Source: an optimization exercise on an open RTL-to-GDS flow (aim: a short achievable clock period and few clock cycles). Production flows keep margins and buffers that such runs may drop.
In this exercise RTL edits were held to simulation tests only and were not proved equivalent to the original.

run 1:
// KGPRISC
module KGPRISC(clk, rst, imem_addr, imem_rdata, dmem_addr, dmem_wdata, dmem_we, dmem_rdata);
	input wire clk, rst;
	output wire [31:0] imem_addr;
	input wire [31:0] imem_rdata;
	output wire [31:0] dmem_addr;
	output wire [31:0] dmem_wdata;
	output wire dmem_we;
	input wire [31:0] dmem_rdata;
	reg  [31:0] pc_f;
	reg         v_d, ptk_d;
	reg  [31:0] ir_d, pc4_d;
	reg         v_e, we_e, ld_e, st_e, setc_e, useimm_e;
	reg  [4:0]  rd_e;
	reg  [31:0] a_e, t_e, imm_e, pv_e;
	reg         fa_m, fa_w, ft_m, ft_w;
	reg         r_add, r_and, r_xor, r_neg, r_shl, r_shr, r_sra, r_pass;
	reg         we_m, st_m;
	reg         ld_m;
	reg  [4:0]  rd_m;
	reg  [31:0] res_m, sd_m, da_m;    
	reg         we_w;
	reg  [4:0]  rd_w;
	reg  [31:0] wv_w;
	reg         carry;
	reg         rst_q;    
	reg  [31:1] wsel_w;
	reg         wz_w, wo_w;
	reg  [31:1] rs_oh, rt_oh;
	reg         se_a, sm_a, sw_a, se_t, sm_t, sw_t;
	wire [31:0] rfq [1:31];
	wire [31:1] rfz, rfo;
	genvar g;
	generate for (g = 1; g < 32; g = g + 1) begin : RF
		reg [31:0] q;
		reg        z, o;
		always @(posedge clk)
			if (rst_q) begin
				q <= 32'd0;
				z <= 1'b1;
				o <= 1'b0;
			end else if (wsel_w[g]) begin
				q <= wv_w;
				z <= wz_w;
				o <= wo_w;
			end
		assign rfq[g] = q;
		assign rfz[g] = z;
		assign rfo[g] = o;
	end endgenerate
	reg  [31:0] ra, rb;
	integer k;
	always @(*) begin
		ra = 32'd0;
		rb = 32'd0;
		for (k = 1; k < 32; k = k + 1) begin
			ra = ra | ({32{rs_oh[k]}} & rfq[k]);
			rb = rb | ({32{rt_oh[k]}} & rfq[k]);
		end
	end
	wire ra_z = ~|(rs_oh & ~rfz);
	wire ra_o = |(rs_oh & rfo);
	wire [31:0] a_fw = fa_m ? res_m : (fa_w ? wv_w : a_e);
	wire [31:0] t_fw = ft_m ? res_m : (ft_w ? wv_w : t_e);
	wire [31:0] b_op = useimm_e ? imm_e : t_fw;
	wire [32:0] sum  = {1'b0, a_fw} + {1'b0, b_op};
	wire [31:0] neg  = 32'd0 - t_fw;
	wire [5:0]  amt  = b_op[5:0];
	wire [63:0] sra_x = {{32{a_fw[31]}}, a_fw} >> amt[4:0];
	wire [31:0] shl  = amt[5] ? 32'd0 : (a_fw << amt[4:0]);
	wire [31:0] shr  = amt[5] ? 32'd0 : (a_fw >> amt[4:0]);
	wire [31:0] sra  = amt[5] ? {32{a_fw[31]}} : sra_x[31:0];
	wire [31:0] res_e = ({32{r_add}} & sum[31:0]) | ({32{r_and}} & (a_fw & b_op)) |
	                    ({32{r_xor}} & (a_fw ^ b_op)) | ({32{r_neg}} & neg) |
	                    ({32{r_shl}} & shl) | ({32{r_shr}} & shr) | ({32{r_sra}} & sra) |
  ...
For scale: ~8800 cells after synthesis, about 160 I/O pins, about 79000 um2 of cells after synthesis.
==> flow/config.mk <==
export PLATFORM = sky130hd
export DESIGN_NAME = KGPRISC
export DESIGN_NICKNAME = KGPRISC
export VERILOG_FILES = /design/flow/design.v
export SDC_FILE = /design/flow/constraint.sdc
export NUM_CORES = 4
export LEC_CHECK = 0
export CAP_MARGIN = 20
export CORE_MARGIN = 2
export CORE_UTILIZATION = 40
export SLEW_MARGIN = 20
==> flow/constraint.sdc <==
create_clock -name core_clock -period 14.0 [get_ports {clk}]
set_input_delay 2.8000 -clock core_clock [delete_from_list [all_inputs] [get_ports {clk}]]
set_output_delay 2.8000 -clock core_clock [all_outputs]
set_load 0.01 [all_outputs]
standard.sh (not shown) runs the stock make flow with config.mk's settings and CLKGATE_MAP_FILE= SYNTH_SCRIPT=/design/flow/synth_recipe.tcl, a recipe that flattens the netlist after the stock synthesis.
==> flow/flow/run.sh <==
#!/bin/bash
# Own layout flow: the standard ORFS flow (standard.sh, unchanged synthesis), with
# - the port buffers made buf_4 cells (buffer_ports otherwise picks a slow delay cell);
# - gate sizing not limited to the same footprint.
set -euo pipefail
MARGIN=${MARGIN:-9.5}
sed "s|\"\${@:-finish}\"|SETUP_SLACK_MARGIN=$MARGIN MATCH_CELL_FOOTPRINT=0 'BUFFER_PORTS_ARGS=-buffer_cell sky130_fd_sc_hd__buf_4' \"\${@:-finish}\"|" standard.sh > standard_margin.sh
grep -q "SETUP_SLACK_MARGIN=$MARGIN" standard_margin.sh
bash standard_margin.sh > standard_margin.log 2>&1
The final layout from run 1, which completed every stage, passed the timing, DRC and antenna checks at the end of the flow.
Testbench counts of run 1, summed over its fixed seeds: cycles 27,326.
### run 1 -> run 2
-- flow/design.v --
<<< run 1, line 121
	wire taken_d = (o_bz & b_zero) | (o_bnz & ~b_zero) | (o_bltz & b_neg) | o_br |
	               o_b | o_bl | (o_bcy & carry) | (o_bncy & ~carry);
	wire long_d = o_rel & ~((ir_d[20:6] == 15'd0) | (ir_d[20:6] == 15'h7FFF));
	wire c_t = adv_d & ~seq_d & ~pex_d & (~ptk_d | long_d);
	wire c_n = adv_d & ~seq_d & ~pex_d & ptk_d;
>>> run 2, line 121
	wire taken_d = (o_bz & b_zero) | (o_bnz & ~b_zero) | (o_bltz & b_neg) | o_br |
	               o_b | o_bl | (o_bcy & carry) | (o_bncy & ~carry);
	wire long_d = o_rel & ~((ir_d[20:9] == 12'd0) | (ir_d[20:9] == 12'hFFF));
	wire c_t = adv_d & ~seq_d & ~pex_d & (~ptk_d | long_d);
	wire c_n = adv_d & ~seq_d & ~pex_d & ptk_d;
<<< run 1, line 138
	wire f_bz = (f_op == 6'd13), f_bnz = (f_op == 6'd14);
	wire f_rel = (f_op == 6'd12) | f_bz | f_bnz;
	wire f_know = d_dec & (f_bz | f_bnz) & (fi[25:21] == rs);
	wire f_brk = d_brk & (f_op == 6'd11) & (fi[25:21] == rs);
	wire [31:0] pc4_f = pc_f + 32'd4;
	wire f_short = (fi[20:6] == 15'd0) | (fi[20:6] == 15'h7FFF);
	wire [6:0]  f_lo = {1'b0, pc4_f[7:2]} + {1'b0, fi[5:0]};
	wire [23:0] f_hi = pc4_f[31:8];
	wire [23:0] f_hi_p1 = f_hi + 24'd1;
	wire [23:0] f_hi_m1 = f_hi - 24'd1;
	wire [23:0] f_hi_t = fi[20] ? (f_lo[6] ? f_hi : f_hi_m1) : (f_lo[6] ? f_hi_p1 : f_hi);
	wire [31:0] f_rel_tgt = {f_hi_t, f_lo[5:0], pc4_f[1:0]};
	wire [31:0] f_pd_tgt = {pc4_f[31:28], fi[25:0], 2'b00};
	wire f_bcy = (f_op == 6'd9), f_bncy = (f_op == 6'd10);
>>> run 2, line 138
	wire f_bz = (f_op == 6'd13), f_bnz = (f_op == 6'd14);
	wire f_rel = (f_op == 6'd12) | f_bz | f_bnz;
	wire f_rsm = (fi[25:21] == rs);
	wire f_know = d_dec & (f_bz | f_bnz);
	wire f_brk = d_brk & (f_op == 6'd11);
	wire [31:0] pc4_f = pc_f + 32'd4;
	wire f_short = (fi[20:9] == 12'd0) | (fi[20:9] == 12'hFFF);
	wire [9:0]  f_lo = {1'b0, pc4_f[10:2]} + {1'b0, fi[8:0]};
	wire [20:0] f_hi = pc4_f[31:11];
	wire [20:0] f_hi_p1 = f_hi + 21'd1;
	wire [20:0] f_hi_m1 = f_hi - 21'd1;
	wire [20:0] f_hi_t = fi[20] ? (f_lo[9] ? f_hi : f_hi_m1) : (f_lo[9] ? f_hi_p1 : f_hi);
	wire [31:0] f_rel_tgt = {f_hi_t, f_lo[8:0], pc4_f[1:0]};
	wire [31:0] f_pd_tgt = {pc4_f[31:28], fi[25:0], 2'b00};
	wire f_bcy = (f_op == 6'd9), f_bncy = (f_op == 6'd10);
<<< run 1, line 187
				pc4_d <= pc4_f;
				ptk_d <= f_ptk;
				pex_d <= f_brk | (f_know & f_short);
				for (k = 1; k < 32; k = k + 1) begin
					rs_oh[k] <= (fi[25:21] == k);
>>> run 2, line 188
				pc4_d <= pc4_f;
				ptk_d <= f_ptk;
				pex_d <= f_rsm & (f_brk | (f_know & f_short));
				for (k = 1; k < 32; k = k + 1) begin
					rs_oh[k] <= (fi[25:21] == k);
==> run notes <==
Worst slew margin relative to its limit: run 2 vs run 1 up 0.52 points
Diff run 2..run 1 | multiplexer share of the synthesized area | negligible
Re share of flip-flops with an asynchronous set or reset after synthesis: no difference whatsoever between run 2 and run 1.
Total nets after synthesis, run 1 and run 2, higher one = run 1.
For the worst endpoint required time, run 2 came in 20 ps higher than run 1 did.
As far as top-level port count goes, run 2 and run 1 are indistinguishable; the numbers are identical.
In the flow results for run 1 and run 2, the number of ordinary inverters in the final layout is smaller on run 1.
In the metrics for run 1 and run 2, the one carrying the higher synthesized cell count is run 1.
Run 2 vs. run 1: aggregate routed wire length lost about 0.5%, final cell count went down 172.
Comparing critical path depth for run 1 and run 2, the bigger number came from run 1.
The die span in x on run 2 is in line with that on run 1.
Testbench counts of run 2, summed over its fixed seeds: cycles 27,326.

==> separate check: timing with driven ports <==
The flow's constraints put no driver on any port. The routed layouts listed below were extracted and timed again, unchanged, in two steps. Step 1: set_driving_cell puts a clkbuf_16 on clk and a buf_2 on each other input, an assumption about the parent block. Step 2 also shifts input and output timing later by t, the mid clock arrival at the registers, as if the neighbouring blocks saw the same clock. a / b / c = ideal ports / drivers / drivers and shift; a / b = the first two.
| run | shift t [ns] | setup slack, ns | hold slack, ns |
|---|---|---|---|
| run 1 | 0.921 | 9.038 / 9.069 / 8.148 | 0.352 / 0.352 / 0.352 |
| run 2 | 0.936 | 9.196 / 9.261 / 8.325 | 0.366 / 0.366 / 0.366 |
After both steps every run listed still meets setup and hold. The setup slack of run 1, which loses most, moves by +0.031 ns with the drivers and by -0.890 ns with both steps.
